Context: an optimization exercise on an open-source flow, tuned for small area, a short achievable clock period and few clock cycles. The choices shown serve that exercise and are no tape-out recipe. In this exercise RTL edits were held to simulation tests only and were not proved equivalent to the original. No activity file was given, so power comes from the tool's default toggle rates.

<file path="flow/design.v">
`timescale 1ns / 1ps
module axis_cpu (
    input wire clk,
    input wire rst,
    input wire [31:0] din_TDATA,
    input wire din_TVALID,
    output wire din_TREADY,
    input wire din_TLAST,
    output wire [31:0] dout_TDATA,
    output wire dout_TVALID,
    input wire dout_TREADY,
    output wire dout_TLAST,
    input wire [31:0] cmd_in_TDATA,
    input wire cmd_in_TVALID,
    output wire [31:0] cmd_out_TDATA,
    output wire cmd_out_TVALID
);
    assign cmd_out_TDATA = cmd_in_TDATA;
    assign cmd_out_TVALID = cmd_in_TVALID;
    reg [1:0] cmd_state;  
    reg [3:0] cmd_reg;
    always @(posedge clk) begin
        if (rst) begin
            cmd_state <= 2'd0;
        end else if (cmd_in_TVALID) begin
            if (cmd_state == 2'd0) begin
                cmd_state <= (cmd_in_TDATA[15:4] == 12'd0) ? 2'd1 : 2'd2;
                cmd_reg <= cmd_in_TDATA[3:0];
            end else begin
                cmd_state <= 2'd0;
            end
        end
    end
    wire strb = cmd_in_TVALID && (cmd_state == 2'd1);
    reg programming;
    reg [6:0] ip;
    reg [3:0] jp;
    reg [3:0] mp;
    wire prog_wr = strb && (cmd_reg == 4'd0);
    wire inst_wr = strb && programming && (cmd_reg == 4'd1);
    wire jmp_wr = strb && programming && (cmd_reg == 4'd2);
    wire imm_wr = strb && programming && (cmd_reg == 4'd3);
    always @(posedge clk) begin
        if (rst) programming <= 1'b0;
        else if (prog_wr) programming <= cmd_in_TDATA[0];
        if (prog_wr) begin
            ip <= 7'd0;
            jp <= 4'd0;
            mp <= 4'd0;
        end else begin
            if (inst_wr) ip <= ip + 7'd1;
            if (jmp_wr) jp <= jp + 4'd1;
            if (imm_wr) mp <= mp + 4'd1;
        end
    end
    reg [7:0] imem_e [0:63];
    reg [7:0] imem_o [0:63];
    reg [6:0] jtab [0:15];
    reg [31:0] itab [0:15];
    reg w_inst;
    reg w_jmp;
    reg w_imm;
    reg [6:0] w_addr;
    reg [31:0] w_data;
    always @(posedge clk) begin
        w_inst <= inst_wr;
        w_jmp <= jmp_wr;
        w_imm <= imm_wr;
        w_addr <= inst_wr ? ip : jmp_wr ? {3'd0, jp} : {3'd0, mp};
        w_data <= cmd_in_TDATA;
    end
    always @(posedge clk) begin
        if (w_inst && !w_addr[0]) imem_e[w_addr[6:1]] <= w_data[7:0];
        if (w_inst && w_addr[0]) imem_o[w_addr[6:1]] <= w_data[7:0];
        if (w_jmp) jtab[w_addr[3:0]] <= w_data[6:0];
        if (w_imm) itab[w_addr[3:0]] <= w_data;
    end
    reg halt;
    always @(posedge clk) halt <= rst || programming;
    reg [6:0] pc;       
    reg [5:0] pce;      
    wire [7:0] ev = imem_e[pce];
    wire [7:0] od = imem_o[pc[6:1]];
    wire [7:0] i0 = pc[0] ? od : ev;
    wire [7:0] i1 = pc[0] ? ev : od;
    function is_sel(input [7:0] a);
        is_sel = (a[7:5] == 3'b111);
    endfunction
    function st_ok(input [7:0] a, input [7:0] b);
        st_ok = (a[7:6] == 2'b01) && !a[4] && (b[7:6] != 2'b01) &&
                !((b[7:6] == 2'b00) && b[4]);
    endfunction
    wire fuse = pc[0] ? is_sel(od) : is_sel(ev);
    wire take2 = pc[0] ? (is_sel(od) || st_ok(od, ev)) : (is_sel(ev) || st_ok(ev, od));
    wire stf = take2 && !fuse;
    wire [6:0] pc1 = pc + 7'd1;
    wire [6:0] pc2 = pc + 7'd2;
    wire [6:0] pc3 = pc + 7'd3;
    wire [6:0] f_seq = take2 ? pc2 : pc1;
    wire [6:0] f_seq1 = take2 ? pc3 : pc2;
    localparam NBTB = 4;
    reg [NBTB-1:0] btb_v;
    reg [6:0] btb_pc [0:NBTB-1];
    reg [6:0] btb_t [0:NBTB-1];
    reg [5:0] btb_te [0:NBTB-1];
    reg [1:0] btb_ptr;
    reg btb_hit;
    reg [6:0] btb_tgt;
    reg [5:0] btb_tgte;
    integer bi;
    always @(*) begin
        btb_hit = 1'b0;
        btb_tgt = 7'd0;
        btb_tgte = 6'd0;
        for (bi = 0; bi < NBTB; bi = bi + 1)
            if (btb_v[bi] && (btb_pc[bi] == pc)) begin
                btb_hit = 1'b1;
                btb_tgt = btb_tgt | btb_t[bi];
                btb_tgte = btb_tgte | btb_te[bi];
            end
    end
    wire [6:0] f_next = btb_hit ? btb_tgt : f_seq;
    wire [5:0] f_nexte = btb_hit ? btb_tgte : f_seq1[6:1];
    reg d_v;
    reg [7:0] d_mi;     
    reg d_fuse;         
    reg d_st;           
    reg d_stx;          
    reg [3:0] d_stn;    
    reg d_sel;          
    reg [15:0] d_ioh;   
    reg [15:0] d_joh;   
    reg [6:0] d_next;   
    reg [6:0] d_next1;  
    reg [6:0] d_pc;     
    reg d_pred;         
    reg [15:0] isel;    
    reg [15:0] jsel;    
    wire [15:0] ioh = d_ioh;
    wire [15:0] joh = d_joh;
    reg [31:0] f_imm;
    reg [6:0] f_j;
    integer k;
    always @(*) begin
        f_imm = 32'd0;
        f_j = 7'd0;
        for (k = 0; k < 16; k = k + 1) begin
            f_imm = f_imm | ({32{ioh[k]}} & itab[k]);
            f_j = f_j | ({7{joh[k]}} & jtab[k]);
        end
    end
    wire [15:0] mi_oh = 16'd1 << d_mi[3:0];
    wire [15:0] isel_n = (d_mi[7:4] == 4'hF) ? mi_oh : ioh;
    wire [15:0] jsel_n = (d_mi[7:4] == 4'hE) ? mi_oh : joh;
    wire d_out = (d_mi[7:6] == 2'b01) && d_mi[4];
    wire d_in = (d_mi[7:6] == 2'b00) && (d_mi[4:3] == 2'b01);
    wire d_sub = !((d_mi[7:5] == 3'b100) && (d_mi[3:0] == 4'd0));
    wire d_ja = (d_mi[7:5] == 3'b101) && (d_mi[2:0] == 3'd0);
    wire d_cj = (d_mi[7:5] == 3'b101) && (d_mi[2:0] != 3'd0);
    reg [1:0] bctr [0:31];
    reg bu_v;
    reg bu_t;
    reg [4:0] bu_i;
    wire d_bp = d_cj && bctr[d_next[4:0]][1];
    function [6:0] add7(input [6:0] a, input [6:0] b);
        reg [6:0] g;
        reg [6:0] p;
        reg [6:0] p0;
        integer i;
        integer d;
        begin
            p0 = a ^ b;
            g = a & b;
            p = p0;
            for (d = 1; d < 7; d = d * 2)
                for (i = 6; i >= d; i = i - 1) begin
                    g[i] = g[i] | (p[i] & g[i - d]);
                    p[i] = p[i] & p[i - d];
                end
            add7 = p0 ^ {g[5:0], 1'b0};
        end
    endfunction
    wire [6:0] ptgt = add7(d_next, f_j);
    wire [6:0] ptgt1 = add7(d_next1, f_j);
    reg e_v;
    reg [7:0] ei;
    reg [31:0] B;       
    reg [6:0] ej;
    reg [6:0] enext;
    reg [6:0] enext1;
    reg epred;          
    reg e_sub;          
    reg e_st;           
    reg e_stx;
    reg [3:0] e_stn;
    reg e_first;        
    reg [31:0] Bx;      
    reg o_valid;        
    reg i_ready;        
    reg o_last;
    reg [31:0] o_data;  
    reg [31:0] A;
    reg [31:0] X;
    reg last_f;
    reg [31:0] R [0:15];
    reg [15:0] rvalid;
    wire [2:0] cls = ei[7:5];
    wire is_lda = (cls == 3'b000);
    wire is_ldx = (cls == 3'b001);
    wire is_in = (ei[7:6] == 2'b00) && (ei[4:3] == 2'b01);
    wire is_st = (ei[7:6] == 2'b01);
    wire is_out = is_st && ei[4];
    wire is_alu = (cls == 3'b100);
    wire is_jmp = (cls == 3'b101);
    wire is_tax = (ei[7:4] == 4'b1100);
    wire is_txa = (ei[7:4] == 4'b1101);
    wire is_mul = is_alu && ei[3] && (ei[1:0] == 2'b00);
    wire is_dm = is_alu && ei[3] && (ei[1:0] != 2'b00);
    wire dm_div = ei[0];
    function [32:0] pfx_add(input [31:0] a, input [31:0] b, input cin);
        reg [31:0] g;
        reg [31:0] p;
        reg [31:0] p0;
        integer i;
        integer d;
        begin
            p0 = a ^ b;
            g = a & b;
            p = p0;
            g[0] = g[0] | (p0[0] & cin);
            for (d = 1; d < 32; d = d * 2)
                for (i = 31; i >= d; i = i - 1) begin
                    g[i] = g[i] | (p[i] & g[i - d]);
                    p[i] = p[i] & p[i - d];
                end
            pfx_add = {g[31], p0 ^ {g[30:0], cin}};
        end
    endfunction
    wire [32:0] addsub = pfx_add(A, Bx, e_sub);
    wire ge = addsub[32];
    wire eq = (A == B);
    wire gt = ge && !eq;
    wire set = |(A & B);
    wire [31:0] shl = B[5] ? 32'd0 : (A << B[4:0]);
    wire [31:0] shr = B[5] ? 32'd0 : (A >> B[4:0]);
    reg [31:0] alu1;
    always @(*) begin
        case (ei[2:0])
            3'd0: alu1 = addsub[31:0];
            3'd1: alu1 = addsub[31:0];
            3'd2: alu1 = A ^ B;
            3'd3: alu1 = A | B;
            3'd4: alu1 = A & B;
            3'd5: alu1 = shl;
            3'd6: alu1 = shr;
            default: alu1 = ~A;
        endcase
    end
    reg taken;
    always @(*) begin
        case (ei[2:0])
            3'd0: taken = 1'b1;
            3'd1: taken = eq;
            3'd2: taken = gt;
            3'd3: taken = ge;
            3'd4: taken = set;
            3'd5: taken = last_f;
            default: taken = 1'b0;
        endcase
    end
    wire az = ~|A;
    wire bz = ~|B;
    reg [1:0] mst;
    reg [31:0] ms;
    reg [31:0] mcy;
    wire mquick = az || bz;
    wire mlast = ~|B[31:8];
    wire [31:0] mc = A;
    wire [7:0] mpl = B[7:0];
    wire m_step = e_v && is_mul && ((mst == 2'd0) ? !mquick : (mst == 2'd1));
    wire [31:0] pp0 = mpl[0] ? mc : 32'd0;
    wire [31:0] pp1 = mpl[1] ? {mc[30:0], 1'b0} : 32'd0;
    wire [31:0] pp2 = mpl[2] ? {mc[29:0], 2'b0} : 32'd0;
    wire [31:0] pp3 = mpl[3] ? {mc[28:0], 3'b0} : 32'd0;
    wire [31:0] pp4 = mpl[4] ? {mc[27:0], 4'b0} : 32'd0;
    wire [31:0] pp5 = mpl[5] ? {mc[26:0], 5'b0} : 32'd0;
    wire [31:0] pp6 = mpl[6] ? {mc[25:0], 6'b0} : 32'd0;
    wire [31:0] pp7 = mpl[7] ? {mc[24:0], 7'b0} : 32'd0;
    wire [31:0] s1 = pp0 ^ pp1 ^ pp2;
    wire [31:0] c1 = {((pp0 & pp1) | (pp0 & pp2) | (pp1 & pp2)), 1'b0};
    wire [31:0] s2 = pp3 ^ pp4 ^ pp5;
    wire [31:0] c2 = {((pp3 & pp4) | (pp3 & pp5) | (pp4 & pp5)), 1'b0};
    wire [31:0] s3 = pp6 ^ pp7 ^ ms;
    wire [31:0] c3 = {((pp6 & pp7) | (pp6 & ms) | (pp7 & ms)), 1'b0};
    wire [31:0] s4 = s1 ^ c1 ^ s2;
    wire [31:0] c4 = {((s1 & c1) | (s1 & s2) | (c1 & s2)), 1'b0};
    wire [31:0] s5 = c2 ^ s3 ^ c3;
    wire [31:0] c5 = {((c2 & s3) | (c2 & c3) | (s3 & c3)), 1'b0};
    wire [31:0] s6 = s4 ^ c4 ^ s5;
    wire [31:0] c6 = {((s4 & c4) | (s4 & s5) | (c4 & s5)), 1'b0};
    wire [31:0] s7 = s6 ^ c6 ^ c5;
    wire [31:0] c7 = {((s6 & c6) | (s6 & c5) | (c6 & c5)), 1'b0};
    wire [31:0] s8 = s7 ^ c7 ^ mcy;
    wire [31:0] c8 = {((s7 & c7) | (s7 & mcy) | (c7 & mcy)), 1'b0};
    wire [31:0] mul_res = (mst == 2'd2) ? (ms + mcy) : 32'd0;
    wire mul_done = (mst == 2'd2) || ((mst == 2'd0) && mquick);
    function [4:0] clz32(input [31:0] v);
        reg [15:0] nz1;
        reg [15:0] c1;
        reg [7:0] nz2;
        reg [15:0] c2;
        reg [3:0] nz3;
        reg [11:0] c3;
        reg [1:0] nz4;
        reg [7:0] c4;
        integer j;
        begin
            for (j = 0; j < 16; j = j + 1) begin
                nz1[j] = v[2*j+1] | v[2*j];
                c1[j] = !v[2*j+1];
            end
            for (j = 0; j < 8; j = j + 1) begin
                nz2[j] = nz1[2*j+1] | nz1[2*j];
                c2[2*j +: 2] = nz1[2*j+1] ? {1'b0, c1[2*j+1]} : {1'b1, c1[2*j]};
            end
            for (j = 0; j < 4; j = j + 1) begin
                nz3[j] = nz2[2*j+1] | nz2[2*j];
                c3[3*j +: 3] = nz2[2*j+1] ? {1'b0, c2[2*(2*j+1) +: 2]} : {1'b1, c2[2*(2*j) +: 2]};
            end
            for (j = 0; j < 2; j = j + 1) begin
                nz4[j] = nz3[2*j+1] | nz3[2*j];
                c4[4*j +: 4] = nz3[2*j+1] ? {1'b0, c3[3*(2*j+1) +: 3]} : {1'b1, c3[3*(2*j) +: 3]};
            end
            clz32 = nz4[1] ? {1'b0, c4[7:4]} : {1'b1, c4[3:0]};
        end
    endfunction
    reg [1:0] dst;  
    wire dbusy = dst[1];
    reg [4:0] dsh_r;
    reg [4:0] dcnt;
    wire dquick = az || bz || !ge;
    wire [4:0] cla = clz32(A);
    wire [4:0] clb = clz32(B);
    wire [4:0] dsh = (clb > cla) ? (clb - cla) : 5'd0;
    wire d_step = e_v && is_dm && dbusy;
    wire ge1 = addsub[32];
    wire [31:0] r1 = ge1 ? addsub[31:0] : A;
    wire [31:0] q1 = {ms[30:0], ge1};
    wire [31:0] dnorm = B << dsh_r;
    wire div_done = dbusy ? (dcnt == 5'd0) : (dst == 2'd0) && dquick;
    wire [31:0] div_res = dbusy ? (dm_div ? q1 : r1)
                                : (dm_div ? {32{bz}} : A);
    wire e_busy = (i_ready && !din_TVALID) || (o_valid && !dout_TREADY) ||
                  (is_mul && !mul_done) || (is_dm && !div_done);
    wire fire = e_v && !e_busy;
    wire e_adv = !e_v || !e_busy;           
    wire d_take = !d_v || e_adv;            
    wire e_cj = e_v && is_jmp && (ei[2:0] != 3'd0);
    wire sq_e = e_cj && (taken != epred);
    wire sq_d = d_v && e_adv && ((d_ja && !d_pred) || d_bp);
    wire btb_ins = sq_d && d_ja && d_fuse && !d_sel;
    wire [6:0] tgt = epred ? enext : enext + ej;
    wire [6:0] tgt1 = epred ? enext1 : enext1 + ej;
    wire [31:0] rd_mem = rvalid[ei[3:0]] ? R[ei[3:0]] : 32'd0;
    reg [31:0] ldval;
    always @(*) begin
        case (ei[4:3])
            2'b00: ldval = B;
            2'b01: ldval = din_TDATA;
            default: ldval = rd_mem;
        endcase
    end
    wire [31:0] alures = !ei[3] ? alu1 : is_mul ? mul_res : div_res;
    wire a_we = e_v && (is_lda ? (!is_in || din_TVALID) :
                        is_alu ? (!ei[3] || (is_mul ? mul_done : div_done)) :
                        is_txa);
    wire x_we = e_v && (is_ldx ? (!is_in || din_TVALID) : is_tax);
    wire [31:0] a_n = !a_we ? (m_step ? {A[23:0], 8'd0} : d_step ? r1 : A) :
                      is_lda ? ldval : is_alu ? alures : X;
    wire [31:0] x_n = !x_we ? X : is_ldx ? ldval : A;
    wire r_we_m = e_v && is_st;
    wire r_we_s = e_v && e_st && e_first;
    wire r_we = r_we_m || r_we_s;
    wire [3:0] r_wa = e_st ? e_stn : ei[3:0];
    wire r_wx = e_st ? e_stx : ei[5];
    wire [31:0] b_n = d_mi[4] ? x_n : f_imm;
    always @(posedge clk) begin
        if (halt || sq_e || sq_d || d_take) begin
            pc <= (sq_d && !sq_e && !halt) ? ptgt : halt ? 7'd0 : sq_e ? tgt : f_next;
            pce <= (sq_d && !sq_e && !halt) ? ptgt1[6:1] : halt ? 6'd0 : sq_e ? tgt1[6:1] : f_nexte;
        end
        if (halt) begin
            d_v <= 1'b0;
            e_v <= 1'b0;
        end else if (sq_e) begin
            d_v <= 1'b0;
            e_v <= 1'b0;
        end else begin
            if (sq_d) begin
                d_v <= 1'b0;
            end else if (d_take) begin
                d_v <= 1'b1;
            end
            if (e_adv) begin
                e_v <= d_v;
                if (d_v) begin
                    isel <= isel_n;
                    jsel <= jsel_n;
                end
            end
        end
        if (d_take) begin
            d_mi <= take2 ? i1 : i0;
            d_fuse <= fuse;
            d_st <= stf;
            d_stx <= i0[5];
            d_stn <= i0[3:0];
            d_sel <= i0[4];
            d_ioh <= (fuse && i0[4]) ? (16'd1 << i0[3:0]) : (d_v && e_adv) ? isel_n : isel;
            d_joh <= (fuse && !i0[4]) ? (16'd1 << i0[3:0]) : (d_v && e_adv) ? jsel_n : jsel;
            d_next <= f_seq;
            d_next1 <= f_seq1;
            d_pc <= pc;
            d_pred <= btb_hit;
        end
        if (e_adv) begin
            ei <= d_mi;
            B <= b_n;
        end else if (m_step) begin
            B <= {8'd0, B[31:8]};
        end else if (e_v && is_dm && (dst == 2'd1)) begin
            B <= dnorm;
        end else if (d_step) begin
            B <= {1'b0, B[31:1]};
        end
        if (e_adv) begin
            ej <= f_j;
            enext <= d_next;
            enext1 <= d_next1;
            epred <= d_bp;
            e_sub <= d_sub;
            e_st <= d_st;
            e_stx <= d_stx;
            e_stn <= d_stn;
            Bx <= b_n ^ {32{d_sub}};
        end else if (e_v && is_dm && (dst == 2'd1)) begin
            Bx <= ~dnorm;
        end else if (d_step) begin
            Bx <= {1'b1, Bx[31:1]};
        end
        if (e_adv) begin
            o_last <= d_mi[0] && d_out;
            o_data <= d_mi[5] ? x_n : a_n;
        end
        e_first <= e_adv;
        if (halt || sq_e) begin
            o_valid <= 1'b0;
            i_ready <= 1'b0;
        end else if (e_adv) begin
            o_valid <= d_v && d_out;
            i_ready <= d_v && d_in;
        end
    end
    always @(posedge clk) begin
        A <= a_n;
        X <= x_n;
        if (r_we) R[r_wa] <= r_wx ? X : A;
    end
    always @(posedge clk) begin
        if (halt) begin
            rvalid <= 16'd0;
            last_f <= 1'b0;
        end else begin
            if (r_we) rvalid[r_wa] <= 1'b1;
            if (i_ready && din_TVALID) last_f <= din_TLAST;
        end
    end
    always @(posedge clk) begin
        if (halt) begin
            btb_v <= {NBTB{1'b0}};
            btb_ptr <= 2'd0;
        end else if (btb_ins) begin
            btb_v[btb_ptr] <= 1'b1;
            btb_pc[btb_ptr] <= d_pc;
            btb_t[btb_ptr] <= ptgt;
            btb_te[btb_ptr] <= ptgt1[6:1];
            btb_ptr <= (btb_ptr == NBTB - 1) ? 2'd0 : btb_ptr + 2'd1;
        end
    end
    integer bj;
    always @(posedge clk) begin
        if (halt) begin
            for (bj = 0; bj < 32; bj = bj + 1) bctr[bj] <= 2'b01;
        end else if (bu_v) begin
            if (bu_t && bctr[bu_i] != 2'b11) bctr[bu_i] <= bctr[bu_i] + 2'b01;
            else if (!bu_t && bctr[bu_i] != 2'b00) bctr[bu_i] <= bctr[bu_i] - 2'b01;
        end
    end
    always @(posedge clk) begin
        bu_v <= e_cj && !halt;
        bu_t <= taken;
        bu_i <= enext[4:0];
    end
    always @(posedge clk) begin
        if (halt) begin
            mst <= 2'd0;
        end else if (e_v && is_mul) begin
            case (mst)
                2'd0: if (!mquick) mst <= mlast ? 2'd2 : 2'd1;
                2'd1: if (mlast) mst <= 2'd2;
                default: mst <= 2'd0;
            endcase
        end
    end
    always @(posedge clk) begin
        if (m_step) begin
            ms <= s8;
            mcy <= c8;
        end else if (d_step && (dcnt != 5'd0)) begin
            ms <= q1;
            mcy <= 32'd0;
        end else begin
            ms <= 32'd0;
            mcy <= 32'd0;
        end
    end
    always @(posedge clk) begin
        if (halt) begin
            dst <= 2'd0;
        end else if (e_v && is_dm) begin
            case (dst)
                2'd0: if (!dquick) dst <= 2'd1;
                2'd1: dst <= 2'd2;
                default: if (dcnt == 5'd0) dst <= 2'd0;
            endcase
        end
    end
    always @(posedge clk) begin
        case (dst)
            2'd0: dsh_r <= dsh;
            2'd1: dcnt <= dsh_r;
            default: dcnt <= dcnt - 5'd1;
        endcase
    end
    assign din_TREADY = i_ready && !halt;
    assign dout_TVALID = o_valid && !halt;
    assign dout_TDATA = o_data;
    assign dout_TLAST = o_last;
endmodule
</file>
<file path="flow/run.sh">
#!/bin/bash
# synth_recipe.tcl (not shown) runs the flow's synth.tcl, then flattens the netlist and writes it again
# the make line also repeats each setting of config.mk as NAME=value (left out here)
make -C /OpenROAD-flow-scripts/flow DESIGN_CONFIG=/design/flow/config.mk WORK_HOME=/design/flow/orfs CLKGATE_MAP_FILE= SYNTH_SCRIPT=/design/flow/synth_recipe.tcl finish
</file>
<file path="flow/config.mk">
export PLATFORM = sky130hd
export DESIGN_NAME = axis_cpu
export DESIGN_NICKNAME = axis_cpu
export VERILOG_FILES = /design/flow/design.v
export SDC_FILE = /design/flow/constraint.sdc
export NUM_CORES = 4
export LEC_CHECK = 0
export ABC_CLOCK_PERIOD_IN_PS = 3500
export CAP_MARGIN = 30
export CORE_MARGIN = 2
export CORE_UTILIZATION = 40
export PLACE_DENSITY = 0.6
export SETUP_SLACK_MARGIN = 5
export SLEW_MARGIN = 30
export TNS_END_PERCENT = 10
</file>
<file path="flow/constraint.sdc">
create_clock -name core_clock -period 9.0 [get_ports {clk}]
set_input_delay 1.8000 -clock core_clock [delete_from_list [all_inputs] [get_ports {clk}]]
set_output_delay 1.8000 -clock core_clock [all_outputs]
set_load 0.01 [all_outputs]
</file>
==> reports/results.ini, run 1 <==
[pwr]
clkPwrFrac = 0.214
power_leakage_nw = 53.0
p_int_mw = 33.0
p_sw_mw = 24.2
switching_share = 0.423
ir_drop_mv = 0.263
power_density_nw_per_um2 = 370
p_seq_frac = 0.298
combinationalPowerShare = 0.488

[die]
io_pins = 138
fp-row-count = 210
die_h_um = 579
fp.dieW_um = 579
dieArea_um2 = 335000
core_area_um2 = 328000
start_util = 0.403

[clocking]
h-tree-depth = 5
cts_hold_buf = 0
cts.sinks = 2813
clock-root-buffer = clkbuf_16
insertion_delay_ns = 0.95
cts_tree = built
path_clk_slew_ns = 0.07
cts_buffers = 304
clk_path_buf_depth = 4

[layout]
n_fill_cell = 28300
fin_cells = 14300
final_net_count = 10200
seq_area_um2 = 82100
multi_input_area_um2 = 47500
syn_to_final_growth_pct = 17.2
drive_gt1_frac = 0.206

[place]
dp_hpwl_mm = 294
dpl.cell_count = 13400
place.gp.congestion = 1.05
port_buffers = 137

[synth]
synth_fp_nets = 9823
ys_warn_count = 1
avgSynthCellArea_um2 = 14.1
synth_cell_types = 102
syn_area_um2 = 132000
synth_top_cell_area_share = 0.584
ys_async_sr_fraction = 0
yosysTopAreaCell = edfxtp_1
synthTopCellsByCount = edfxtp_1 (2567), nor2_1 (746), nand2_1 (652)
synth_most_common_cell = edfxtp_1
ys_seq_area_frac = 0.621
ys_ff_latch = 2813
synth_edf_count = 2567
synth_area_leaders = edfxtp_1 (58%), mux4_2 (8.4%), dfxtp_1 (3.7%)
synth_ff_type = edfxtp_1
netlist_instances = 9351

[min_path]
hp-start = enext[4]$_DFFE_PN_
whs_path_depth = 0
hold_end = bu_i[4]$_DFF_P_
hp-class = reg -> reg

[sta]
hold_viol = 0
rsz0062_at_grt = yes
setup_viol_count_final = 0
maxSlewViolCount = 0
setup_tns_ns = 0
finClkSkew_ns = 0.0888
timing.final.crit_share = 0.506
max-slew-margin-rel = 0.198
period_minus_slack_ns = 4.55
tightest_slew_ns = 1.19
fmax_ghz = 0.220

[global_routing]
grt_pass1_wl_mm = 660
overflow = 0
grt_max_degree = 109
grt_pass1_vias = 85900
antenna_found_initial = 38
track_usage = 0.277

[worst_setup_path]
cp-start-kind = register
crit_fanout = 10
arrival_ns = 5.34
end_kind = register
reg2reg_depth = 13
r2r-start = B[6]$_DFFE_PP_
rrSetupSlack_ns = 4.45
crit_type = reg -> reg
cp.required_ns = 9.79
startpoint = B[6]$_DFFE_PP_

[run_status]
status = timing/DRC/antenna clean

[route]
num_vias = 89000
drt_iter0_markers = 12200
drt-wirelength-per-cell_um = 33.3
routed_wl_mm = 476
vias_per_cell = 6.23
drc = 0
ant_nets = 0
drtPass1Iterations = 13

[run]
max_cap_violations = 0

-- cells by family after synthesis --
| family | synth area share |
|---|---|
| xor+xnor | 0.0113 |
| flops | 0.621 |
| simple gates | 0.0711 |
| buf+inv | 0.0356 |
| compound gates | 0.0933 |
| fa+ha+maj | 0.0506 |
| mux | 0.117 |
-- through the flow --
stage	total power, mW	area [um^2]	utilization	setup WS [ns]	hold slack [ns]
CTS	55.5	153000	0.466	4.70	0.409
floorplan	31.9	132000	-	4.80	0.374
finish	57.2	155000	0.472	4.45	0.409
global route	59.4	155000	0.472	4.59	0.427
detailed placement	40.9	138000	0.422	2.82	0.393
global placement	40.5	138000	0.422	2.83	0.390
-- per-layer routing --
metal  part of all wire  wire (um)  GRT usage  vias to the layer above
li1                   -          -          -                    36500
met1               0.39     188000      0.372                    45800
met2               0.44     208000      0.413                     5349
met3               0.11      53500     0.0813                     1300
met4              0.056      26600      0.127                       24
met5            0.00037        178          0                        -
-- cells in the final DEF, fill, tap and decap left out, drive strengths merged, types with 40 or more instances in the layout --
master	count
a22oi	195
and2	70
o21ai	354
nor3	101
edfxtp	2567
inv	469
a211oi	73
fa	220
a31oi	76
a21oi	380
clkinv	119
nand4	84
nand2b	55
clkinvlp	47
mux2	112
buf	533
a21o	79
mux2i	312
xor2	60
mux4	491
dlygate4sd2	40
nand2	652
nor2	748
dfxtp	246
o221ai	50
nand3	127
clkdlybuf4s50	75
nor4	49
clkbuf	397
o211ai	77
xnor2	111
ha	182
a22o	137
a221oi	126
-- worst max-delay path, cell delays in order (launching register included) --
cell and delay [ns]:
edfxtp_1 0.42, clkinvlp_4 0.34, ha_4 0.37, nor4_4 0.36, nand4_1 0.41, or2_4 0.41, a221o_1 0.37, a311oi_2 0.35
o311ai_4 0.19, buf_6 0.19, or3b_4 0.40, buf_12 0.16, and3_1 0.19, a221oi_2 0.23
-- cell type report --
class | instances | area share
clock buffers | 385 | 0.0526
well taps | 4346 | 0.0351
flip-flops and latches | 2813 | 0.531
clock inverters | 154 | 0.00953
diodes | 26 | 0.000421
inverters | 495 | 0.0133
repair buffers | 692 | 0.0513
multi-input cells | 5382 | 0.307
repair inverters | 2 | 0.000113
-- worst max-delay path by stage --
stage                                      end  slack (ns)  cells past startpoint
after floorplan                 ms[13]$_DFF_P_        4.80                     18
after global routing                  register        4.59                     15
after global placement     d_joh[13]$_DFFE_PN_        2.83                     14
final                                 register        4.45                     13
after CTS                 o_data[17]$_DFFE_PN_        4.70                     15
after detailed placement        B[8]$_DFFE_PP_        2.82                     13
-- power groups by stage --
stage          logic (mW)  clock network, mW  registers [mW]
2_1_floorplan        15.3                  0            16.6
3_3_place_gp         23.0                  0            17.5
3_5_place_dp         23.3                  0            17.6
4_1_cts              26.1               12.4            17.0
5_1_grt              29.4               12.9            17.1
6_report             27.9               12.2            17.1
-- what timing repair did --
| action | in CTS | in global routing |
|---|---|---|
| resized for setup | 586 | 189 |
| buffers inserted | 190 | 78 |
| cloned | 30 | 11 |
| endpoints found under the setup margin | 770 | 717 |
| pin swaps | 56 | 62 |
Testbench counts, summed over its fixed seeds: cycles 26,635.
==> run 2, diff against run 1 <==
--- a/flow/config.mk
+++ b/flow/config.mk
@@ -10,6 +10,5 @@
 export CORE_MARGIN = 2
-export CORE_UTILIZATION = 40
-export PLACE_DENSITY = 0.6
+export CORE_UTILIZATION = 45
+export PLACE_DENSITY = 0.62
 export SETUP_SLACK_MARGIN = 5
 export SLEW_MARGIN = 30
-export TNS_END_PERCENT = 10
==> run 2 against run 1 <==
  * Flip-flop and latch count unchanged
  * Register-to-register slack better by 0.19 ns
  * First-iteration DRC count down 1.9%
  * Critical path depth up 1
  * Core utilization up 6.3 points
  * Synthesized cell count unchanged
  * Via count up 0.99%
==> reports/results.ini, run 2 <==
[clocking]
clock-root-buffer = clkbuf_16  ; unchanged
h-tree-depth = 5  ; unchanged
insertion_delay_ns = 0.95  ; about the same
cts_tree = built  ; unchanged
clk_path_buf_depth = 4  ; unchanged
cts.sinks = 2813  ; unchanged
cts_hold_buf = 0  ; unchanged
path_clk_slew_ns = 0.06  ; was 0.07 ns
cts_buffers = 304  ; unchanged

[sta]
rsz0062_at_grt = yes  ; unchanged
finClkSkew_ns = 0.0770  ; was 0.0888 ns
hold_viol = 0  ; unchanged
period_minus_slack_ns = 4.36  ; was 4.55 ns
setup_viol_count_final = 0  ; unchanged
fmax_ghz = 0.230  ; was 0.220 GHz
tightest_slew_ns = 1.16  ; was 1.19 ns
maxSlewViolCount = 0  ; unchanged
setup_tns_ns = 0  ; unchanged
max-slew-margin-rel = 0.219  ; was 0.198
timing.final.crit_share = 0.484  ; was 0.506

[pwr]
clkPwrFrac = 0.217  ; was 0.214
p_seq_frac = 0.292  ; was 0.298
ir_drop_mv = 0.376  ; was 0.263 mV
combinationalPowerShare = 0.491  ; was 0.488
switching_share = 0.421  ; was 0.423
p_int_mw = 33.9  ; was 33.0 mW
power_density_nw_per_um2 = 375  ; was 370 nW/um^2
power_leakage_nw = 53.7  ; was 53.0 nW
p_sw_mw = 24.6  ; was 24.2 mW

[min_path]
hp-class = reg -> reg  ; unchanged

[route]
wl_met1_mm = 183  ; was 188 mm
drc = 0  ; unchanged
ant_nets = 0  ; unchanged
vias_per_cell = 6.46  ; was 6.23
num_vias = 89900  ; was 89000
met3_length_mm = 53.8  ; was 53.5 mm
top_layer = met5  ; unchanged
dr_wl_met2_mm = 209  ; was 208 mm
drt-wirelength-per-cell_um = 34.1  ; was 33.3 um
routed_wl_mm = 475  ; was 476 mm
drt_iter0_markers = 12000  ; was 12200
drtPass1Iterations = 9  ; was 13

[synth]
synthTopCellsByCount = edfxtp_1 (2567), nor2_1 (746), nand2_1 (652)  ; unchanged
synth_most_common_cell = edfxtp_1  ; unchanged
ys_seq_area_frac = 0.621  ; unchanged
syn_area_um2 = 132000  ; unchanged
synth_edf_count = 2567  ; unchanged
ys_async_sr_fraction = 0  ; unchanged
synth_top_cell_area_share = 0.584  ; unchanged
synth_ff_type = edfxtp_1  ; unchanged
netlist_instances = 9351  ; unchanged
synthMuxAreaShare = 0.117  ; unchanged
ys_warn_count = 1  ; unchanged
synth_top_family_by_area = multiplexers  ; unchanged
synth_fa_ha_area_frac = 0.0506  ; unchanged
synth_compound_gate_area_share = 0.0933  ; unchanged
yosysTopAreaCell = edfxtp_1  ; unchanged
synth_cell_types = 102  ; unchanged
synth_area_leaders = edfxtp_1 (58%), mux4_2 (8.4%), dfxtp_1 (3.7%)  ; unchanged
ys_ff_latch = 2813  ; unchanged
synth_fp_nets = 9823  ; unchanged
synth_xor_area_frac = 0.0113  ; unchanged
yosys.area_share.simple = 0.0711  ; unchanged
avgSynthCellArea_um2 = 14.1  ; unchanged

[worst_setup_path]
rrSetupSlack_ns = 4.64  ; was 4.45 ns
crit_fanout = 6  ; was 10
arrival_ns = 5.12  ; was 5.34 ns
crit_type = reg -> reg  ; unchanged
startpoint = B[1]$_DFFE_PP_  ; was B[6]$_DFFE_PP_
cp-start-kind = register  ; unchanged
r2r-start = B[1]$_DFFE_PP_  ; was B[6]$_DFFE_PP_
reg2reg_depth = 14  ; was 13
end_kind = register  ; unchanged
cp.required_ns = 9.77  ; was 9.79 ns

[layout]
multi_input_area_um2 = 48400  ; was 47500 um^2
n_fill_cell = 23800  ; was 28300
final_cell_mix = edfxtp_1 (2567), nor2_1 (665), nand2_1 (641)  ; was edfxtp_1 (2567), nor2_1 (686), nand2_1 (638)
syn_to_final_growth_pct = 18.0  ; was 17.2%
drive_gt1_frac = 0.231  ; was 0.206
mostFrequentLayoutCell = edfxtp_1  ; unchanged
final_net_count = 10200  ; about the same
post-route-util = 0.534  ; was 0.472
seq_area_um2 = 82100  ; about the same

[place]
place.gp.congestion = 1.06  ; was 1.05
dp_hpwl_mm = 292  ; was 294 mm
port_buffers = 137  ; unchanged

[die]
dieArea_um2 = 298000  ; was 335000 um^2
fp.dieW_um = 546  ; was 579 um
core_area_um2 = 292000  ; was 328000 um^2
io_pins = 138  ; unchanged
die_h_um = 546  ; was 579 um
fp-row-count = 198  ; was 210
start_util = 0.453  ; was 0.403

[global_routing]
overflow = 0  ; unchanged
grt_max_degree = 101  ; was 109
track_usage = 0.308  ; was 0.277
grt_pass1_wl_mm = 658  ; was 660 mm
grt_pass1_vias = 86300  ; was 85900
antenna_found_initial = 34  ; was 38

[run_status]
status = timing/DRC/antenna clean  ; unchanged

[run]
max_cap_violations = 0  ; unchanged

-- run 2: cell counts after synthesis --
Identical to the previous run, type by type.
-- run 2: final cells by class --
class                   count  share of cell area
diodes                     19            0.000305
well taps                3900              0.0313
multi-input cells        5388               0.310
flip-flops and latches   2813               0.527
clock inverters           188              0.0129
repair buffers            748              0.0531
repair inverters            1           0.0000562
clock buffers             371              0.0519
inverters                 495              0.0128
-- run 2: per-stage QoR --
step / std cells / setup slack, ns / power, mW / area, um^2 / hold slack [ns]
4_1_cts: 13800 / 4.79 / 56.0 / 153000 / 0.422
3_3_place_gp: 13000 / 3.01 / 40.5 / 138000 / 0.413
5_1_grt: 13900 / 4.74 / 60.6 / 156000 / 0.436
3_5_place_dp: 13000 / 3.19 / 40.8 / 138000 / 0.410
2_1_floorplan: 9351 / 4.80 / 32.0 / 132000 / 0.374
6_report: 13900 / 4.64 / 58.5 / 156000 / 0.424
-- run 2: repair_timing --
item	4_1_cts	5_1_grt
setup endpoints to repair	681	469
pin swaps	80	114
gates resized for setup	714	358
setup buffers	203	121
gates cloned	33	13
-- run 2: power by group through the flow --
stage / clock network, mW / logic, mW / registers [mW]
after floorplan: 0 / 15.4 / 16.6
after global placement: 0 / 22.9 / 17.6
after detailed placement: 0 / 23.2 / 17.6
after CTS: 12.8 / 26.2 / 17.0
after global routing: 13.3 / 30.1 / 17.1
final: 12.7 / 28.7 / 17.1
-- run 2: how the worst min path moves through the flow --
stage | start | endpoint | slack (ns) | cells past startpoint
global route | d_stx$_DFFE_PN_ | e_stx$_DFFE_PN_ | 0.44 | 0
finish | d_stx$_DFFE_PN_ | e_stx$_DFFE_PN_ | 0.42 | 0
global placement | d_stn[2]$_DFFE_PN_ | e_stn[2]$_DFFE_PN_ | 0.41 | 0
detailed placement | d_stx$_DFFE_PN_ | e_stx$_DFFE_PN_ | 0.41 | 0
floorplan | enext[0]$_DFFE_PN_ | bu_i[0]$_DFF_P_ | 0.37 | 0
CTS | d_stx$_DFFE_PN_ | e_stx$_DFFE_PN_ | 0.42 | 0
-- run 2: metal layers --
metal | global-route usage | vias to the layer above
li1 | - | 36700
met1 | 0.409 | 46100
met4 | 0.153 | 36
met3 | 0.0928 | 1429
met5 | 0 | -
met2 | 0.462 | 5667
-- run 2: logic make-up (layout without fill, tap and decap cells) --
group	count (synthesis)	after routing
AOI/OAI and AO/OA	1808	1808
xor gates and xnor gates	171	171
adders and majority gates	402	402
buffers and inverters	1159	1803
DFF	2813	2813
muxes	915	915
other	0	19
and+or+nand+nor	2083	2092
-- run 2: critical path, cell delays in order, from the launching register on --
cell,delay [ns]
edfxtp_1,0.53
buf_12,0.20
buf_12,0.13
ha_4,0.16
nor4_4,0.46
nand4_1,0.26
o32ai_4,0.49
a221o_1,0.32
nor2_1,0.08
a311oi_2,0.33
o311ai_4,0.16
buf_6,0.18
or3b_4,0.45
buf_12,0.17
mux2_2,0.26
==> run 3, diff against run 2 <==
--- a/flow/design.v
+++ b/flow/design.v
@@ -200,3 +200,3 @@
     reg o_last;
-    reg [31:0] o_data;  
+    reg o_sel;          
     reg [31:0] A;
@@ -452,3 +452,3 @@
             o_last <= d_mi[0] && d_out;
-            o_data <= d_mi[5] ? x_n : a_n;
+            o_sel <= d_mi[5] && d_out;
         end
@@ -546,3 +546,3 @@
     assign dout_TVALID = o_valid && !halt;
-    assign dout_TDATA = o_data;
+    assign dout_TDATA = o_sel ? X : A;
     assign dout_TLAST = o_last;
==> run 3 against run 2 <==
  * Still clean
  * Sequential share of layout area increased by 0.38 points
  * Core utilization decreased by 0.14 points
  * Cell area decreased by 1.5%
  * Fmax increased by 3.1%
  * Non-clock buffer count increased by 30
  * Synthesized cell count decreased by 3.3%
  * Flip-flop and latch count decreased by 31
  * Via count decreased by 3.6%
  * Clock power decreased by 4%
  * Cell count decreased by 2.9%
  * Worst hold slack got worse by 0.0060 ns
  * Largest power group unchanged
==> reports/results.ini, run 3 <==
[run_status]
status = timing/DRC/antenna clean  ; unchanged

[sta]
maxSlewViolCount = 0  ; unchanged
period_minus_slack_ns = 4.22  ; was 4.36 ns
setup_tns_ns = 0  ; unchanged
fin_ws_ns = 4.78  ; was 4.64 ns
fmax_ghz = 0.237  ; was 0.230 GHz
timing.hold.ws_ns = 0.418  ; was 0.424 ns
hold_viol = 0  ; unchanged
setup_viol_count_final = 0  ; unchanged
timing.final.crit_share = 0.469  ; was 0.484
rsz0062_at_grt = yes  ; unchanged
finClkSkew_ns = 0.0626  ; was 0.0770 ns
max-slew-margin-rel = 0.259  ; was 0.219
tightest_slew_ns = 1.10  ; was 1.16 ns

[global_routing]
overflow = 0  ; unchanged
grt_pass1_vias = 84900  ; was 86300
grt_pass1_wl_mm = 627  ; was 658 mm
grt_max_degree = 101  ; unchanged
track_usage = 0.297  ; was 0.308
antenna_found_initial = 22  ; was 34

[die]
dieArea_um2 = 293000  ; was 298000 um^2
fp-row-count = 197  ; was 198
core_area_um2 = 288000  ; was 292000 um^2
io_pins = 138  ; unchanged
fp.dieW_um = 542  ; was 546 um
die_h_um = 542  ; was 546 um
start_util = 0.452  ; was 0.453

[synth]
ys_seq_area_frac = 0.626  ; was 0.621
ys_warn_count = 1  ; unchanged
yosysTopAreaCell = edfxtp_1  ; unchanged
ys_ff_latch = 2782  ; was 2813
synth_most_common_cell = edfxtp_1  ; unchanged
synth_edf_count = 2568  ; was 2567
netlist_instances = 9040  ; was 9351
synth_area_leaders = edfxtp_1 (59%), mux4_2 (9.2%), fa_1 (3.4%)  ; was edfxtp_1 (58%), mux4_2 (8.4%), dfxtp_1 (3.7%)
synth_fp_nets = 9512  ; was 9823
avgSynthCellArea_um2 = 14.4  ; was 14.1 um^2
synth_cell_types = 92  ; was 102
ys_async_sr_fraction = 0  ; unchanged
synth_ff_type = edfxtp_1  ; unchanged
synth_top_cell_area_share = 0.593  ; was 0.584
synthTopCellsByCount = edfxtp_1 (2568), nor2_1 (765), nand2_1 (669)  ; was edfxtp_1 (2567), nor2_1 (746), nand2_1 (652)
syn_area_um2 = 130000  ; was 132000 um^2

[pwr]
clkPwrFrac = 0.236  ; was 0.217
total_power_mw = 51.9  ; was 58.5 mW
ir_drop_mv = 0.225  ; was 0.376 mV
power_leakage_nw = 52.7  ; was 53.7 nW
p_seq_frac = 0.320  ; was 0.292
p_sw_mw = 20.5  ; was 24.6 mW
power_density_nw_per_um2 = 338  ; was 375 nW/um^2
combinationalPowerShare = 0.444  ; was 0.491
switching_share = 0.395  ; was 0.421
p_int_mw = 31.4  ; was 33.9 mW

[layout]
final_net_count = 9957  ; was 10200
drive_gt1_frac = 0.231  ; about the same
fin_cells = 13500  ; was 13900
final_cell_mix = edfxtp_1 (2568), nor2_1 (684), nand2_1 (634)  ; was edfxtp_1 (2567), nor2_1 (665), nand2_1 (641)
post-route-util = 0.533  ; was 0.534
final_cell_area_um2 = 153000  ; was 156000 um^2
syn_to_final_growth_pct = 18.0  ; about the same
n_fill_cell = 23400  ; was 23800
mostFrequentLayoutCell = edfxtp_1  ; unchanged

[place]
port_buffers = 137  ; unchanged
preCtsSetupSlack_ns = 2.72  ; was 3.19 ns
placed_area_um2 = 136000  ; was 138000 um^2
place.gp.congestion = 1.05  ; was 1.06
dpl.cell_count = 12500  ; was 13000
dp_hpwl_mm = 272  ; was 292 mm

[clocking]
insertion_delay_ns = 0.93  ; was 0.95 ns
path_clk_slew_ns = 0.06  ; about the same
cts_buffers = 295  ; was 304
cts_tree = built  ; unchanged
h-tree-depth = 5  ; unchanged
clk_path_buf_depth = 4  ; unchanged
cts.sinks = 2782  ; was 2813
cts_hold_buf = 0  ; unchanged
clock-root-buffer = clkbuf_16  ; unchanged

[route]
drc = 0  ; unchanged
drt-wirelength-per-cell_um = 33.1  ; was 34.1 um
num_vias = 86600  ; was 89900
routed_wl_mm = 448  ; was 475 mm
vias_per_cell = 6.41  ; was 6.46
drt_iter0_markers = 11200  ; was 12000
ant_nets = 0  ; unchanged
drtPass1Iterations = 10  ; was 9

[run]
max_cap_violations = 0  ; unchanged

[worst_setup_path]
slowest_delay_ns = 0.44  ; was 0.53 ns
end_kind = register  ; unchanged
crit_fanout = 6  ; unchanged
crit_slowest_cell = a2111oi_2  ; was edfxtp_1
cp_cell_sequence = buf_12, buf_4, ha_2, a21o_1, a21o_1, a2111oi_2, or3b_4, nand2_1, a41oi_2, buf_4, xnor2_1, o21ai_0, o311ai_0, a21oi_1, o31ai_1  ; was buf_12, buf_12, ha_4, nor4_4, nand4_1, o32ai_4, a221o_1, nor2_1, a311oi_2, o311ai_4, buf_6, or3b_4, buf_12, mux2_2
arrival_ns = 4.90  ; was 5.12 ns
cp-start-kind = register  ; unchanged
crit_type = reg -> reg  ; unchanged
cp.required_ns = 9.67  ; was 9.77 ns

[min_path]
hp-class = reg -> reg  ; unchanged

run 3: final timing paths:
| kind | from | slack, ns | cells after the start | to |
|---|---|---|---|---|
| worst max-delay path | A[8]$_DFFE_PP_ | 4.78 | 15 | A[25]$_DFFE_PP_ |
| worst min-delay path | d_st$_DFFE_PN_ | 0.42 | 0 | e_st$_DFFE_PN_ |
| worst max register to register | A[8]$_DFFE_PP_ | 4.78 | 15 | A[25]$_DFFE_PP_ |
| worst min register to register | d_st$_DFFE_PN_ | 0.42 | 0 | e_st$_DFFE_PN_ |
run 3: power by group through the flow:
stage               clock network [mW]  logic, mW  registers (mW)
finish                            12.2       23.1            16.6
global placement                     0       19.6            17.1
detailed placement                   0       19.7            17.1
CTS                               12.4       21.6            16.6
global route                      12.9       24.5            16.7
floorplan                            0       13.7            16.2
run 3: timing repair:
action                                  in CTS  in global routing
setup buffers                              239                125
gates cloned                                56                 17
gates resized for setup                    819                337
endpoints found under the setup margin     679                482
pin swaps                                   59                 90
hold endpoints to repair                     0                  0
run 3: cell type report:
type / count / area [um^2] / share of cell area
Antenna cell: 11 / 27.5 / 0.000179
Timing Repair inverter: 3 / 25.0 / 0.000163
Inverter: 460 / 1940 / 0.0126
Sequential cell: 2782 / 81500 / 0.531
Clock buffer: 393 / 8090 / 0.0527
Clock inverter: 146 / 1580 / 0.0103
Tap cell: 3781 / 4730 / 0.0308
Timing Repair Buffer: 778 / 8810 / 0.0574
Multi-Input combinational cell: 5165 / 46800 / 0.305
run 3: cell families after synthesis:
logic type,count (synthesis),synth area share
compound gates,1667,0.0873
xor+xnor,147,0.00990
fa+ha+maj,402,0.0514
buf+inv,1112,0.0346
flops,2782,0.626
mux,917,0.122
simple gates,2013,0.0685
run 3: layer usage:
layer  global-route usage  vias to the layer above  share of wire  wire length, um
met2                0.472                     5298           0.46           208000
met4                0.144                       14          0.060            26900
met1                0.384                    44300           0.37           166000
met5                    0                        -        0.00021               95
met3               0.0697                     1336           0.11            47700
li1                     -                    35700              -                -
run 3: critical path, delay by kind of cell (launching register included):
kind,cells,cell delay (ns)
xor gates and xnor gates,1,0.20
buffers and inverters,3,0.48
AOI/OAI and AO/OA,8,2.16
DFF,1,0.43
and+or+nand+nor,2,0.40
adders and majority gates,1,0.34
Testbench counts of run 3, summed over its fixed seeds: cycles 26,635.
==> run 4, diff against run 3 <==
--- a/flow/config.mk
+++ b/flow/config.mk
@@ -10,4 +10,4 @@
 export CORE_MARGIN = 2
-export CORE_UTILIZATION = 45
-export PLACE_DENSITY = 0.62
+export CORE_UTILIZATION = 40
+export PLACE_DENSITY = 0.6
 export SETUP_SLACK_MARGIN = 5
==> run 4 against run 3 <==
  * Largest power group unchanged
  * Critical path type is now reg -> out
  * Count of clock-buffer cells in the layout fell by 1
  * Highest routed layer unchanged
  * Worst setup slack got worse by 0.17 ns
  * Clock power barely moved
==> reports/results.ini, run 4 <==
[run_status]
status = timing/DRC/antenna clean  ; unchanged

[route]
drt_iter0_markers = 11900  ; was 11200
num_vias = 87600  ; was 86600
routed_wl_mm = 471  ; was 448 mm
vias_per_cell = 6.16  ; was 6.41
ant_nets = 0  ; unchanged
drtPass1Iterations = 9  ; was 10
drc = 0  ; unchanged
drt-wirelength-per-cell_um = 33.2  ; was 33.1 um

[place]
port_buffers = 137  ; unchanged
place.gp.congestion = 1.02  ; was 1.05
preCtsSetupSlack_ns = 2.61  ; was 2.72 ns
dpl.cell_count = 13100  ; was 12500
dp_hpwl_mm = 285  ; was 272 mm

[layout]
final_net_count = 10100  ; was 9957
syn_to_final_growth_pct = 20.5  ; was 18.0%
n_fill_cell = 27700  ; was 23400
fin_cells = 14200  ; was 13500
final_cell_mix = edfxtp_1 (2568), nor2_1 (663), nand2_1 (621)  ; was edfxtp_1 (2568), nor2_1 (684), nand2_1 (634)
mostFrequentLayoutCell = edfxtp_1  ; unchanged
drive_gt1_frac = 0.254  ; was 0.231

[synth]
ys_async_sr_fraction = 0  ; unchanged
synth_top_cell_area_share = 0.593  ; unchanged
ys_seq_area_frac = 0.626  ; unchanged
synth_edf_count = 2568  ; unchanged
synthTopCellsByCount = edfxtp_1 (2568), nor2_1 (765), nand2_1 (669)  ; unchanged
synth_most_common_cell = edfxtp_1  ; unchanged
syn_area_um2 = 130000  ; unchanged
yosysTopAreaCell = edfxtp_1  ; unchanged
synth_fp_nets = 9512  ; unchanged
avgSynthCellArea_um2 = 14.4  ; unchanged
ys_warn_count = 1  ; unchanged
synth_cell_types = 92  ; unchanged
synth_area_leaders = edfxtp_1 (59%), mux4_2 (9.2%), fa_1 (3.4%)  ; unchanged
ys_ff_latch = 2782  ; unchanged
netlist_instances = 9040  ; unchanged
synth_ff_type = edfxtp_1  ; unchanged

[sta]
maxSlewViolCount = 0  ; unchanged
timing.final.crit_share = 0.488  ; was 0.469
fin_ws_ns = 4.61  ; was 4.78 ns
max-slew-margin-rel = 0.265  ; was 0.259
fmax_ghz = 0.228  ; was 0.237 GHz
finClkSkew_ns = 0.0573  ; was 0.0626 ns
tightest_slew_ns = 1.09  ; was 1.10 ns
rsz0062_at_grt = yes  ; unchanged
period_minus_slack_ns = 4.39  ; was 4.22 ns
setup_tns_ns = 0  ; unchanged
timing.hold.ws_ns = 0.409  ; was 0.418 ns
hold_viol = 0  ; unchanged
setup_viol_count_final = 0  ; unchanged

[die]
fp.dieW_um = 574  ; was 542 um
dieArea_um2 = 330000  ; was 293000 um^2
io_pins = 138  ; unchanged
die_h_um = 574  ; was 542 um
start_util = 0.402  ; was 0.452
core_area_um2 = 324000  ; was 288000 um^2
fp-row-count = 209  ; was 197

[clocking]
h-tree-depth = 5  ; unchanged
cts_tree = built  ; unchanged
insertion_delay_ns = 0.94  ; was 0.93 ns
cts_buffers = 301  ; was 295
cts.sinks = 2782  ; unchanged
cts_hold_buf = 0  ; unchanged
path_clk_slew_ns = 0.07  ; was 0.06 ns
clock-root-buffer = clkbuf_16  ; unchanged
clk_path_buf_depth = 4  ; unchanged

[worst_setup_path]
startpoint = A[29]$_DFFE_PP_  ; was A[8]$_DFFE_PP_
rrSetupSlack_ns = 4.63  ; was 4.78 ns
end_kind = primary output  ; was register
critPathCapture = dout_TDATA[29]  ; was A[25]$_DFFE_PP_
crit_fanout = 3  ; was 6
reg2reg_depth = 17  ; was 15
crit_type = reg -> out  ; was reg -> reg
cp-start-kind = register  ; unchanged
arrival_ns = 2.59  ; was 4.90 ns
cp.required_ns = 7.20  ; was 9.67 ns
r2r-start = A[18]$_DFFE_PP_  ; was A[8]$_DFFE_PP_

[global_routing]
antenna_found_initial = 35  ; was 22
overflow = 0  ; unchanged
grt_max_degree = 129  ; was 101
grt_pass1_vias = 85100  ; was 84900
track_usage = 0.275  ; was 0.297
grt_pass1_wl_mm = 651  ; was 627 mm

[pwr]
power_density_nw_per_um2 = 343  ; was 338 nW/um^2
p_sw_mw = 21.6  ; was 20.5 mW
power_leakage_nw = 53.8  ; was 52.7 nW
combinationalPowerShare = 0.459  ; was 0.444
ir_drop_mv = 0.327  ; was 0.225 mV
clkPwrFrac = 0.230  ; was 0.236
switching_share = 0.402  ; was 0.395
p_int_mw = 32.1  ; was 31.4 mW
p_seq_frac = 0.311  ; was 0.320

[run]
max_cap_violations = 0  ; unchanged

[min_path]
hp-class = reg -> reg  ; unchanged

[run 4: repair_timing]
action	CTS	global route
setup endpoints to repair	722	549
gates cloned	66	30
resized for setup	969	458
pin swaps	116	173
setup buffers	317	155
[run 4: logic make-up (layout without fill, tap and decap cells)]
logic type,count (synthesis),count (layout),synth area share
adders and majority gates,402,402,0.0514
and+or+nand+nor,2013,2034,0.0685
DFF,2782,2782,0.626
other,0,15,0
buffers and inverters,1112,1922,0.0346
AOI/OAI and AO/OA,1667,1668,0.0873
xor gates and xnor gates,147,147,0.00990
muxes,917,917,0.122
[run 4: area by class of cell]
type | instances | area (um^2) | share of cell area
clock buffers | 392 | 8100 | 0.0517
diodes | 15 | 37.5 | 0.000240
inverters | 460 | 1960 | 0.0125
multi-input cells | 5168 | 47400 | 0.303
clock inverters | 159 | 1680 | 0.0107
flip-flops and latches | 2782 | 81500 | 0.520
repair inverters | 4 | 57.6 | 0.000367
repair buffers | 907 | 10500 | 0.0671
well taps | 4325 | 5410 | 0.0345
[run 4: worst max-delay path, stage by stage (launching register included)]
cell        delay (ns)
edfxtp_1          0.38
buf_12            0.12
clkinvlp_4        0.22
buf_6             0.20
buf_6             0.11
buf_6             0.12
o21ai_4           0.33
buf_6             0.16
[run 4: layer usage]
| metal | track usage | share of wire | wire length [um] | vias to the layer above |
|---|---|---|---|---|
| li1 | - | - | - | 36000 |
| met1 | 0.352 | 0.37 | 177000 | 44800 |
| met2 | 0.430 | 0.45 | 214000 | 5290 |
| met3 | 0.0729 | 0.10 | 49100 | 1446 |
| met4 | 0.145 | 0.066 | 31300 | 22 |
| met5 | 0.000717 | 0.00049 | 232 | - |
[run 4: worst min-delay path by stage]
stage                            start            endpoint  slack (ns)  cells past startpoint
floorplan           enext[0]$_DFFE_PN_     bu_i[0]$_DFF_P_        0.37                      0
CTS                 d_stn[3]$_DFFE_PN_  e_stn[3]$_DFFE_PN_        0.41                      0
finish              d_stn[3]$_DFFE_PN_  e_stn[3]$_DFFE_PN_        0.41                      0
detailed placement  d_stn[0]$_DFFE_PN_  e_stn[0]$_DFFE_PN_        0.40                      0
global placement    d_stn[0]$_DFFE_PN_  e_stn[0]$_DFFE_PN_        0.40                      0
global route        d_stn[3]$_DFFE_PN_  e_stn[3]$_DFFE_PN_        0.41                      0
[run 4: power by group through the flow]
stage | registers (mW) | logic, mW | clock network (mW)
after floorplan | 16.2 | 13.7 | 0
after CTS | 16.7 | 22.6 | 12.5
after detailed placement | 17.1 | 20.2 | 0
after global placement | 17.1 | 20.0 | 0
final | 16.7 | 24.6 | 12.3
after global routing | 16.7 | 26.2 | 13.0
[run 4: per-stage QoR]
step           utilization  area (um^2)  power [mW]
2_1_floorplan            -       130000        29.9
3_3_place_gp         0.421       136000        37.1
3_5_place_dp         0.421       136000        37.3
4_1_cts              0.473       153000        51.8
5_1_grt              0.484       157000        55.9
6_report             0.484       157000        53.7
==> run 5, diff against run 4 <==
--- a/flow/config.mk
+++ b/flow/config.mk
@@ -10,4 +10,4 @@
 export CORE_MARGIN = 2
-export CORE_UTILIZATION = 40
-export PLACE_DENSITY = 0.6
+export CORE_UTILIZATION = 50
+export PLACE_DENSITY = 0.65
 export SETUP_SLACK_MARGIN = 5
==> run 5 against run 4 <==
  * Still clean
  * Sequential share of layout area increased by 1.1 points
  * Non-clock buffer count shrank 88
  * Cell count down 7.2%
  * Critical path type unchanged
  * Largest cell class unchanged
==> reports/results.ini, run 5 <==
[run_status]
status = timing/DRC/antenna clean  ; unchanged

[route]
num_vias = 86500  ; was 87600
ant_nets = 0  ; unchanged
vias_per_cell = 6.56  ; was 6.16
drtPass1Iterations = 9  ; unchanged
drt-wirelength-per-cell_um = 34.2  ; was 33.2 um
drc = 0  ; unchanged
drt_iter0_markers = 10900  ; was 11900
routed_wl_mm = 451  ; was 471 mm

[clocking]
cts_hold_buf = 0  ; unchanged
path_clk_slew_ns = 0.07  ; about the same
h-tree-depth = 5  ; unchanged
cts_buffers = 299  ; was 301
insertion_delay_ns = 0.91  ; was 0.94 ns
cts_tree = built  ; unchanged
cts.sinks = 2782  ; unchanged
clock-root-buffer = clkbuf_16  ; unchanged
clk_path_buf_depth = 4  ; unchanged

[layout]
post-route-util = 0.592  ; was 0.484
syn_to_final_growth_pct = 18.1  ; was 20.5%
drive_gt1_frac = 0.236  ; was 0.254
final_cell_mix = edfxtp_1 (2568), nor2_1 (689), nand2_1 (640)  ; was edfxtp_1 (2568), nor2_1 (663), nand2_1 (621)
final_cell_area_um2 = 154000  ; was 157000 um^2
mostFrequentLayoutCell = edfxtp_1  ; unchanged
final_net_count = 10000  ; was 10100

[global_routing]
track_usage = 0.336  ; was 0.275
overflow = 0  ; unchanged
antenna_found_initial = 25  ; was 35
grt_pass1_vias = 84900  ; was 85100
grt_max_degree = 113  ; was 129
grt_pass1_wl_mm = 633  ; was 651 mm

[worst_setup_path]
r2r-start = A[14]$_DFFE_PP_  ; was A[18]$_DFFE_PP_
cp-start-kind = register  ; unchanged
startpoint = A[14]$_DFFE_PP_  ; was A[29]$_DFFE_PP_
arrival_ns = 2.56  ; was 2.59 ns
rrSetupSlack_ns = 4.71  ; was 4.63 ns
crit_slowest_cell = edfxtp_1  ; unchanged
cp_cell_sequence = buf_12, clkinvlp_4, buf_4, buf_6, buf_6, o21ai_4, buf_2  ; was buf_12, clkinvlp_4, buf_6, buf_6, buf_6, o21ai_4, buf_6
crit_type = reg -> out  ; unchanged
cp.required_ns = 7.20  ; about the same
path_buf_inv = 6  ; unchanged
cp_common_cell = buf_6  ; unchanged
slowest_delay_ns = 0.43  ; was 0.38 ns
crit_fanout = 4  ; was 3
end_kind = primary output  ; unchanged
reg2reg_depth = 15  ; was 17
crit_family = buffers and inverters  ; unchanged

[synth]
synthTopCellsByCount = edfxtp_1 (2568), nor2_1 (765), nand2_1 (669)  ; unchanged
ys_seq_area_frac = 0.626  ; unchanged
synth_top_cell_area_share = 0.593  ; unchanged
synth_most_common_cell = edfxtp_1  ; unchanged
synth_edf_count = 2568  ; unchanged
ys_warn_count = 1  ; unchanged
synth_ff_type = edfxtp_1  ; unchanged
synth_cell_types = 92  ; unchanged
avgSynthCellArea_um2 = 14.4  ; unchanged
yosysTopAreaCell = edfxtp_1  ; unchanged
ys_ff_latch = 2782  ; unchanged
ys_async_sr_fraction = 0  ; unchanged
syn_area_um2 = 130000  ; unchanged
synth_area_leaders = edfxtp_1 (59%), mux4_2 (9.2%), fa_1 (3.4%)  ; unchanged
netlist_instances = 9040  ; unchanged
synth_fp_nets = 9512  ; unchanged

[die]
die_h_um = 514  ; was 574 um
fp-row-count = 187  ; was 209
core_area_um2 = 259000  ; was 324000 um^2
io_pins = 138  ; unchanged
fp.dieW_um = 514  ; was 574 um
start_util = 0.502  ; was 0.402
dieArea_um2 = 264000  ; was 330000 um^2

[sta]
fmax_ghz = 0.229  ; was 0.228 GHz
setup_viol_count_final = 0  ; unchanged
finClkSkew_ns = 0.0720  ; was 0.0573 ns
period_minus_slack_ns = 4.36  ; was 4.39 ns
timing.final.crit_share = 0.484  ; was 0.488
maxSlewViolCount = 0  ; unchanged
hold_viol = 0  ; unchanged
tightest_slew_ns = 1.22  ; was 1.09 ns
rsz0062_at_grt = yes  ; unchanged
max-slew-margin-rel = 0.166  ; was 0.265
setup_tns_ns = 0  ; unchanged

[run]
max_cap_violations = 0  ; unchanged

[min_path]
hold_end = bu_i[0]$_DFF_P_  ; was e_stn[3]$_DFFE_PN_
hp-start = enext[0]$_DFFE_PN_  ; was d_stn[3]$_DFFE_PN_
whs_path_depth = 0  ; unchanged
hp-class = reg -> reg  ; unchanged

[place]
place.gp.congestion = 1.03  ; was 1.02
port_buffers = 137  ; unchanged
dp_hpwl_mm = 275  ; was 285 mm
placed_area_um2 = 135000  ; was 136000 um^2

[pwr]
ir_drop_mv = 0.415  ; was 0.327 mV
power_leakage_nw = 53.0  ; was 53.8 nW
power_density_nw_per_um2 = 339  ; was 343 nW/um^2

[run 5: worst max-delay path by stage]
stage                         to  cells after the start
6_report          dout_TDATA[14]                      7
5_1_grt                 register                     15
4_1_cts                 register                     19
3_5_place_dp      A[6]$_DFFE_PP_                     11
3_3_place_gp    pce[5]$_DFFE_PN_                     11
2_1_floorplan  isel[0]$_DFFE_PP_                     14
[run 5: layout make-up]
| class | count | area, um^2 |
|---|---|---|
| multi-input combinational | 5167 | 47100 |
| fill | 19800 | 106000 |
| clock inverter | 136 | 1270 |
| timing repair buffer | 819 | 9270 |
| antenna | 16 | 40.0 |
| clock buffer | 399 | 8230 |
| inverter | 460 | 1930 |
| timing repair inverter | 5 | 50.0 |
| tap | 3402 | 4260 |
| sequential | 2782 | 81500 |
[run 5: timing repair]
item,4_1_cts,5_1_grt
gates cloned,68,15
setup buffers,286,107
hold endpoints to repair,0,0
gates resized for setup,919,301
setup endpoints to repair,683,554
pin swaps,102,86
[run 5: power breakdown]
| group | internal (mW) | total, mW | switching, mW |
|---|---|---|---|
| Combinational | 9.01 | 23.5 | 14.4 |
| Sequential | 15.5 | 16.6 | 1.06 |
| Clock | 6.95 | 12.1 | 5.12 |
[run 5: through the flow]
| stage | setup slack, ns | instances | hold WS, ns | total power, mW |
|---|---|---|---|---|
| after floorplan | 4.81 | 9040 | 0.374 | 29.9 |
| after global placement | 2.83 | 12100 | 0.408 | 36.8 |
| after detailed placement | 3.05 | 12200 | 0.405 | 37.0 |
| after CTS | 4.76 | 13000 | 0.411 | 50.9 |
| after global routing | 4.65 | 13200 | 0.429 | 54.3 |
| final | 4.64 | 13200 | 0.408 | 52.1 |
[run 5: per-layer routing]
metal | track usage | part of all wire | routed length [um] | vias up
met4 | 0.182 | 0.067 | 30400 | 12
met3 | 0.0759 | 0.096 | 43400 | 1347
met1 | 0.430 | 0.37 | 167000 | 44200
li1 | - | - | - | 35800
met5 | 0 | 0.00018 | 81 | -
met2 | 0.534 | 0.47 | 210000 | 5048
[run 5: logic make-up after synthesis]
group	Yosys count	synth area share
buffers and inverters	1112	0.0346
AOI/OAI and AO/OA	1667	0.0873
muxes	917	0.122
xor gates and xnor gates	147	0.00990
and+or+nand+nor	2013	0.0685
DFF	2782	0.626
adders and majority gates	402	0.0514
[run 5: worst reg2reg max path: stages, from the launching register on]
cell and delay [ns]:
edfxtp_1 0.43, buf_12 0.16, clkinvlp_4 0.28, ha_4 0.34, nor4_4 0.26, nand2_2 0.14, or4_4 0.58, o211ai_1 0.29
a21o_1 0.17, a211oi_2 0.07, or4_4 0.60, nor2_4 0.18, buf_4 0.14, nor3_2 0.03, mux2_4 0.27, a211o_1 0.25

-- separate check: timing with driven ports --
No port has a modelled driver above. Below, the same layouts with a new extraction and two added sets of constraints.
Step 1, drivers: a clkbuf_16 drives clk and a buf_2 each remaining input, both assumed.
Step 2 adds t to the input delays and takes it off the output delays; t is the mean of the earliest and latest rising clock arrival at the registers after step 1. Input paths then give back, and output paths get back, about the clock's delay inside the block.
Three values: ideal, step 1, step 2; two values: the first two.
run	t (ns)	setup slack, ns	clock arrival spread, ns	worst register clock-pin slew, ns
run 1	1.006	4.450 / 4.450 / 3.531	0.091 / 0.091	0.07 / 0.07
run 2	1.006	4.645 / 4.645 / 4.023	0.084 / 0.085	0.07 / 0.07
run 3	0.992	4.775 / 4.769 / 4.044	0.069 / 0.069	0.07 / 0.07
run 4	1.020	4.606 / 4.493 / 3.976	0.059 / 0.059	0.07 / 0.07
run 5	0.958	4.641 / 4.545 / 4.147	0.093 / 0.093	0.07 / 0.07
After both steps setup and hold are still met in every run listed. For run 1, which loses most, drivers alone change the setup slack by 0.000 ns; drivers and shift together by -0.919 ns.
